Source: an optimization exercise on an open RTL-to-GDS flow (aim: small area and a short achievable clock period). Production flows keep margins and buffers that such runs may drop. Only simulation tests tie the RTL to the original design; equivalence was not proved.

===== flow/constraint.sdc =====
create_clock -name core_clock -period 12.0 [get_ports {clk}]
set_input_delay 2.4000 -clock core_clock [delete_from_list [all_inputs] [get_ports {clk}]]
set_output_delay 2.4000 -clock core_clock [all_outputs]
set_load 0.01 [all_outputs]

===== flow/design.v =====
module Clamper #(
  parameter int DATA_WIDTH = 8,
  parameter int ACC_WIDTH  = (8*2 + $clog2(4))
) (
  input  logic signed [ ACC_WIDTH-1:0] in,
  output logic signed [DATA_WIDTH-1:0] out
);
  localparam MIN_VAL = -(1 << (DATA_WIDTH - 1));   
  localparam MAX_VAL = (1 << (DATA_WIDTH - 1)) - 1;   
  always_comb begin
    if (in > MAX_VAL) begin
      out = MAX_VAL;
    end else if (in < MIN_VAL) begin
      out = MIN_VAL;
    end else begin
      out = $signed(in[DATA_WIDTH-1:0]);
    end
  end
endmodule
module ReLU #(
  parameter int DATA_WIDTH = 8
) (
  input  logic signed [DATA_WIDTH-1:0] in,   
  output logic signed [DATA_WIDTH-1:0] out   
);
  always_comb begin
    if ($signed(in) < 0) begin
      out = '0;
    end else begin
      out = in;
    end
  end
endmodule
module PreActivation #(
  parameter int N = 4,   
  parameter DATA_WIDTH = 8,   
  parameter int ACC_WIDTH = (8*2 + $clog2(4))   
) (
  input  logic signed [N*DATA_WIDTH-1:0] x,    
  input  logic signed [N*DATA_WIDTH-1:0] w,    
  input  logic signed [  DATA_WIDTH-1:0] b,    
  output logic signed [   ACC_WIDTH-1:0] pre   
);
  logic signed [DATA_WIDTH-1:0] x_arr                     [N];
  logic signed [DATA_WIDTH-1:0] w_arr                     [N];
  logic signed [ ACC_WIDTH-1:0] dp;   
  genvar gi;
  generate
    for (gi = 0; gi < N; gi++) begin
      assign x_arr[gi] = x[gi*DATA_WIDTH+:DATA_WIDTH];
      assign w_arr[gi] = w[gi*DATA_WIDTH+:DATA_WIDTH];
    end
  endgenerate
  always_comb begin
    dp = '0;
    for (int i = 0; i < N; i++) begin
      dp += x_arr[i] * w_arr[i];
    end
    pre = dp + {{(ACC_WIDTH-DATA_WIDTH){b[DATA_WIDTH-1]}}, b};   
  end
endmodule
module Perceptron #(
  parameter int N = 4,   
  parameter int DATA_WIDTH = 8,   
  parameter int ACC_WIDTH = (8*2 + $clog2(4))   
) (
  input  logic                           clk,     
  input  logic                           rst_n,   
  input  logic signed [N*DATA_WIDTH-1:0] x,       
  input  logic signed [N*DATA_WIDTH-1:0] w,       
  input  logic signed [  DATA_WIDTH-1:0] b,       
  output logic signed [  DATA_WIDTH-1:0] y        
);
  logic signed [DATA_WIDTH-1:0] x_arr[N];
  logic signed [DATA_WIDTH-1:0] w_arr[N];
  genvar i;
  generate
    for (i = 0; i < N; i++) begin
      assign x_arr[i] = x[i*DATA_WIDTH+:DATA_WIDTH];
      assign w_arr[i] = w[i*DATA_WIDTH+:DATA_WIDTH];
    end
  endgenerate
  logic signed [ ACC_WIDTH-1:0] pre;   
  logic signed [DATA_WIDTH-1:0] pre_clamped;   
  logic signed [DATA_WIDTH-1:0] relu_out;   
  PreActivation #(
    .N         (N),
    .DATA_WIDTH(DATA_WIDTH),
    .ACC_WIDTH (ACC_WIDTH)
  ) pre_activation (
    .x  (x),
    .w  (w),
    .b  (b),
    .pre(pre)
  );
  Clamper #(
    .DATA_WIDTH(DATA_WIDTH),
    .ACC_WIDTH (ACC_WIDTH)
  ) clamp (
    .in (pre),
    .out(pre_clamped)
  );
  ReLU #(
    .DATA_WIDTH(DATA_WIDTH)
  ) act (
    .in (pre_clamped),
    .out(relu_out)
  );
  always_ff @(posedge clk or negedge rst_n) begin
    if (!rst_n) begin
      y <= '0;
    end else begin
      y <= relu_out;
    end
  end
endmodule
module Layer #(
  parameter int IN_N = 4,   
  parameter int OUT_N = 4,   
  parameter int DATA_WIDTH = 8,   
  parameter int ACC_WIDTH = (8*2 + $clog2(4))   
) (
  input  logic                                    clk,       
  input  logic                                    rst_n,     
  input  logic signed [      IN_N*DATA_WIDTH-1:0] in_vec,    
  input  logic signed [OUT_N*IN_N*DATA_WIDTH-1:0] weights,   
  input  logic signed [     OUT_N*DATA_WIDTH-1:0] biases,    
  output logic signed [     OUT_N*DATA_WIDTH-1:0] out_vec    
);
  genvar i;
  generate
    for (i = 0; i < OUT_N; i++) begin : gen_neurons
      Perceptron #(
        .N         (IN_N),
        .DATA_WIDTH(DATA_WIDTH),
        .ACC_WIDTH (ACC_WIDTH)
      ) u_neuron (
        .clk  (clk),
        .rst_n(rst_n),
        .x    (in_vec),
        .w    (weights[i*IN_N*DATA_WIDTH+:IN_N*DATA_WIDTH]),
        .b    (biases[i*DATA_WIDTH+:DATA_WIDTH]),
        .y    (out_vec[i*DATA_WIDTH+:DATA_WIDTH])
      );
    end
  endgenerate
endmodule
module KiwiNPU #(
  parameter integer NUM_LAYERS = 3,
  parameter [NUM_LAYERS*8-1:0] LAYER_SIZES = {8'd4, 8'd8, 8'd4},
  parameter integer DATA_WIDTH = 8
) (
  input wire clk,    
  input wire rst_n,  
  input wire signed [get_layer_size(0)*DATA_WIDTH - 1 : 0] in_vec,
  input wire signed [calc_weights_bits() - 1 : 0] weights_flat,
  input wire signed [calc_biases_bits() - 1 : 0] biases_flat,
  output wire signed [get_layer_size(NUM_LAYERS-1)*DATA_WIDTH - 1 : 0] out_vec
);
  function integer get_layer_size;
    input integer idx;
    integer offset;
    begin
      offset         = (NUM_LAYERS - 1 - idx) * 8;
      get_layer_size = {24'd0, LAYER_SIZES[offset+:8]};
    end
  endfunction
  function integer calc_weights_bits;
    integer sum;
    integer j;
    integer sz_j;
    integer sz_jm1;
    begin
      sum = 0;
      for (j = 1; j < NUM_LAYERS; j = j + 1) begin
        sz_j   = get_layer_size(j);
        sz_jm1 = get_layer_size(j - 1);
        sum    = sum + (sz_j * sz_jm1 * DATA_WIDTH);
      end
      calc_weights_bits = sum;
    end
  endfunction
  function integer calc_biases_bits;
    integer sum;
    integer j;
    integer sz_j;
    begin
      sum = 0;
      for (j = 1; j < NUM_LAYERS; j = j + 1) begin
        sz_j = get_layer_size(j);
        sum  = sum + (sz_j * DATA_WIDTH);
      end
      calc_biases_bits = sum;
    end
  endfunction
  function integer weight_offset;
    input integer idx;
    integer acc;
    integer k;
    integer s_k;
    integer s_km1;
    begin
      acc = 0;
      for (k = 1; k < idx; k = k + 1) begin
        s_k   = get_layer_size(k);
        s_km1 = get_layer_size(k - 1);
        acc   = acc + (s_k * s_km1 * DATA_WIDTH);
      end
      weight_offset = acc;
    end
  endfunction
  function integer bias_offset;
    input integer idx;
    integer acc;
    integer k;
    integer s_k;
    begin
      acc = 0;
      for (k = 1; k < idx; k = k + 1) begin
        s_k = get_layer_size(k);
        acc = acc + (s_k * DATA_WIDTH);
      end
      bias_offset = acc;
    end
  endfunction
  genvar j;
  generate
    for (j = 1; j < NUM_LAYERS; j = j + 1) begin : gen_layers
      localparam integer LSIZE_IN = get_layer_size(j - 1);
      localparam integer LSIZE_OUT = get_layer_size(j);
      localparam integer IN_WIDTH = LSIZE_IN * DATA_WIDTH;
      localparam integer OUT_WIDTH = LSIZE_OUT * DATA_WIDTH;
      localparam integer WEIGHT_SZ = LSIZE_IN * LSIZE_OUT * DATA_WIDTH;
      localparam integer BIAS_SZ = LSIZE_OUT * DATA_WIDTH;
      localparam integer OFFSET_WEIGHTS = weight_offset(j);
      localparam integer OFFSET_BIAS = bias_offset(j);
      wire signed [IN_WIDTH   - 1 : 0] layer_in;
      wire signed [OUT_WIDTH  - 1 : 0] layer_out;
      wire signed [ WEIGHT_SZ - 1 : 0] layer_weights;
      assign layer_weights = weights_flat[OFFSET_WEIGHTS+:WEIGHT_SZ];
      wire signed [BIAS_SZ   - 1 : 0] layer_biases;
      assign layer_biases = biases_flat[OFFSET_BIAS+:BIAS_SZ];
      if (j == 1) begin
        assign layer_in = in_vec;
      end else begin
        assign layer_in = gen_layers[j-1].layer_out;
      end
      Layer #(
        .IN_N      (LSIZE_IN),
        .OUT_N     (LSIZE_OUT),
        .DATA_WIDTH(DATA_WIDTH),
        .ACC_WIDTH (DATA_WIDTH * 2 + $clog2(LSIZE_IN))
      ) u_layer_inst (
        .clk    (clk),
        .rst_n  (rst_n),
        .in_vec (layer_in),
        .weights(layer_weights),
        .biases (layer_biases),
        .out_vec(layer_out)
      );
      if (j == NUM_LAYERS - 1) begin
        assign out_vec = layer_out;
      end
    end
  endgenerate
endmodule

===== flow/config.mk =====
export PLATFORM = sky130hd
export DESIGN_NAME = KiwiNPU
export DESIGN_NICKNAME = KiwiNPU
export VERILOG_FILES = /design/flow/design.v
export SDC_FILE = /design/flow/constraint.sdc
export NUM_CORES = 4
export LEC_CHECK = 0
export CAP_MARGIN = 20
export CORE_MARGIN = 2
export CORE_UTILIZATION = 40
export SLEW_MARGIN = 20

===== flow/run.sh =====
#!/bin/bash
# synth_recipe.tcl (not shown) runs the flow's synth.tcl, then flattens the netlist and writes it again
# the make line also repeats each setting of config.mk as NAME=value (left out here)
make -C /OpenROAD-flow-scripts/flow DESIGN_CONFIG=/design/flow/config.mk WORK_HOME=/design/flow/orfs CLKGATE_MAP_FILE= SYNTH_SCRIPT=/design/flow/synth_recipe.tcl finish

==> qor.yml <==
status:
  status: "no timing/DRC/antenna violations"
worst_setup_path:
  cp_common_cell: "fa_1"
  cp_max_fo: 8
  critPathArrivalTime_ns: 11.48
  cp.required_ns: 12.28
  cp_slowest_cell: "clkdlybuf4s50_1"
  end_kind: "flip-flop"
  critPathMaxStageDelay_ns: 0.62
  ff2ff_path_depth: 34
  start_kind: "primary input"
  worstSetupPathType: "in2reg"
timing:
  setup_viol: 0
  fin_crit_sh_pct: 93.39
  clock_skew_ns: 0.02741
  hold_violations: 0
  max-slew-margin-rel_pct: 30.16
  rsz0062_at_grt: "no"
  tightestPinTransition_ns: 1.048
  period_needed_ns: 11.21
  drv_slew: 0
  tns_ns: 0
  max_freq_ghz: 0.08923
yosys:
  yosys.area.top_type: "fa_1"
  synth_top_area_share_pct: 41.02
  netlist_instances: 19952
  synth_warnings: 15
  synth.most_common_cell: "inv_1"
  syn_area_mm2: 0.1757
  avgSynthCellArea_um2: 8.806
  synth-edff-count: 0
  postSynth.asyncResetShare_pct: 100.0
  yosys-top-cells-count: "5304 x inv_1, 3600 x fa_1, 2524 x ha_1, 2343 x and2_1, 1343 x nand2_1"
  synth_cell_types: 87
  ys_ff_latch: 84
  ys_seq_area_share_pct: 1.196
  synthFlopType: "dfrtp_1"
  synthTopCellsByArea: "fa_1 41%, ha_1 18%, inv_1 11%, and2_1 8.3%, xnor2_1 3.3%"
die:
  die-width_um: 666.7
  initial_core_util_pct: 40.13
  io_pins: 674
  die_y_um: 666.7
  placementRows: 243
  dieArea_mm2: 0.4445
  core_mm2: 0.4378
grt:
  grt_pass1_wl_mm: 788.2
  overflow: 0
  first_global_vias: 134294
  antenna_found_initial: 205
  grt_max_degree: 45
  globalRouteTotalUtil_pct: 23.19
drt:
  drc: 0
  via_per_inst: 4.941
  routed_wl_mm: 505.4
  wire_per_inst_um: 19.26
  vias: 129664
  first_pass_iters: 6
  ant_nets: 0
  drtIter0Drc: 6850
clocking:
  clock_path_buffers: 2
  clk_latency_ns: 0.43
  hold_buffers: 0
  cts_root_buffer: "clkbuf_16"
  numCtsBuffers: 9
  cts_tree: "done"
  cts_num_sinks: 84
  cts.clk_slew.worst_paths_ns: 0.10
  htreeDepth: 3
min_path:
  hp-class: "reg2reg"
  min_path_cells: 6
placement:
  gp_congestion: 0.9083
  hpwl_mm: 450.7
  port_buffers: 669
  placedInstanceArea_mm2: 0.1893
  place_inst: 26123
run:
  maxCapViolCount: 0
layout:
  reg.largest.list: "gen_layers.u_layer_inst.gen_neurons.u_neuron.y (84)"
  area_delta_synth_final_pct: 8.091
  fin_cells: 26243
  drive_gt1_share_pct: 1.550
  final_net_count: 27143
  stdcell_area_mm2: 0.1899
  fillers: 43570
  top_register: "gen_layers.u_layer_inst.gen_neurons.u_neuron.y"
  largest_reg_flops: 84
[critical path: cells and delay by family]
family / cells / cell delay, ns
simple gates: 5 / 1.05
fa+ha+maj: 10 / 4.54
compound gates: 12 / 2.39
buf+inv: 7 / 1.09
[cell families after synthesis]
| kind of cell | after synthesis | share of synthesized area, % |
|---|---|---|
| AND/OR/NAND/NOR | 5372 | 16.57 |
| XOR/XNOR | 919 | 4.601 |
| adder cells (fa/ha/maj) | 6124 | 58.99 |
| other | 1 | 0.002134 |
| multiplexers | 33 | 0.1937 |
| AO/OA/AOI/OAI | 1684 | 6.179 |
| buffers and inverters | 5735 | 12.26 |
| flip-flops | 84 | 1.196 |
[routing by layer]
| layer | up-vias | track usage [%] | share of wire, % |
|---|---|---|---|
| met5 | - | 0 | 0.12 |
| met4 | 94 | 9.271 | 4.6 |
| met3 | 628 | 3.012 | 5.3 |
| met2 | 2753 | 39.63 | 49 |
| met1 | 65061 | 29.65 | 41 |
| li1 | 61128 | - | - |
[area by class of cell]
cell class                      count  area [um^2]  area share (%)
Inverter                         5304        19910           10.48
Timing Repair Buffer              842         8033           4.230
Sequential cell                    84         2106           1.109
Antenna cell                      104        260.3          0.1370
Tap cell                         5757         7203           3.793
Clock inverter                      6        97.59         0.05139
Clock buffer                       10        239.0          0.1258
Multi-Input combinational cell  14136       152100           80.07
[timing repair]
action,in CTS,in global routing
buffers inserted,0,0
setup endpoints to repair,0,1
gates resized for setup,0,1
[stage by stage]
| stage | utilization (%) | worst slack (ns) | hold slack (ns) |
|---|---|---|---|
| after global placement | 43.24 | 0.3125 | 1.445 |
| after detailed placement | 43.24 | 0.2894 | 1.457 |
| after floorplan | - | 1.822 | 1.189 |
| after CTS | 43.32 | 0.6687 | 1.484 |
| after global routing | 43.34 | 0.06617 | 1.560 |
| final | 43.38 | 0.7927 | 1.461 |
[worst paths after layout]
kind | slack, ns | from | end
max | 0.79 | weights_flat[442] | flip-flop
min | 1.46 | flip-flop | flip-flop
max reg2reg | 2.19 | flip-flop | flip-flop
min reg2reg | 1.46 | flip-flop | flip-flop
max in group asynchronous | 8.50 | rst_n | asynchronous set/reset pin
min in group asynchronous | 1.87 | rst_n | asynchronous set/reset pin
[cell usage in the layout, fill, tap and decap left out, types with 46 or more instances in the layout]
cell	netlist	routed
clkdlybuf4s50_1	0	636
and2_1	2343	2343
nor2b_1	223	223
a211oi_1	53	53
a21oi_1	542	542
xor2_1	264	264
nand2b_1	363	363
ha_1	2524	2524
o211ai_1	49	49
fa_1	3600	3600
nand3_1	165	165
nor2_1	370	370
o21bai_1	117	117
diode_2	0	104
inv_1	5304	5304
and3_1	56	56
nand2_1	1343	1343
o21a_1	46	46
a21o_1	172	172
xnor2_1	652	652
dfrtp_1	84	81
or2_2	56	56
or3_1	71	71
o21ai_0	292	292
buf_4	4	158
nor3_1	223	223
a31oi_1	65	65

==> what the ideal ports hide <==
The flow's constraints put no driver on any port. The routed layout listed below was extracted and timed again, unchanged, in two steps.
Step 1, drivers: a clkbuf_16 drives clk and a buf_2 each remaining input, both assumed.
Step 2 also shifts input and output timing later by t, the mid clock arrival at the registers, as if the neighbouring blocks saw the same clock.
Three values: ideal ports, drivers, drivers and shift; two values: the first two.
t, ns: 0.516
slack for setup (ns): 0.793 / 0.800 / 0.285
hold WS [ns]: 1.461 / 1.461 / 1.461
clock arrival spread, ns: 0.027 / 0.027
After both steps this run still meets setup and hold. The setup slack of this run moves by +0.007 ns with the drivers and by -0.508 ns with both steps.
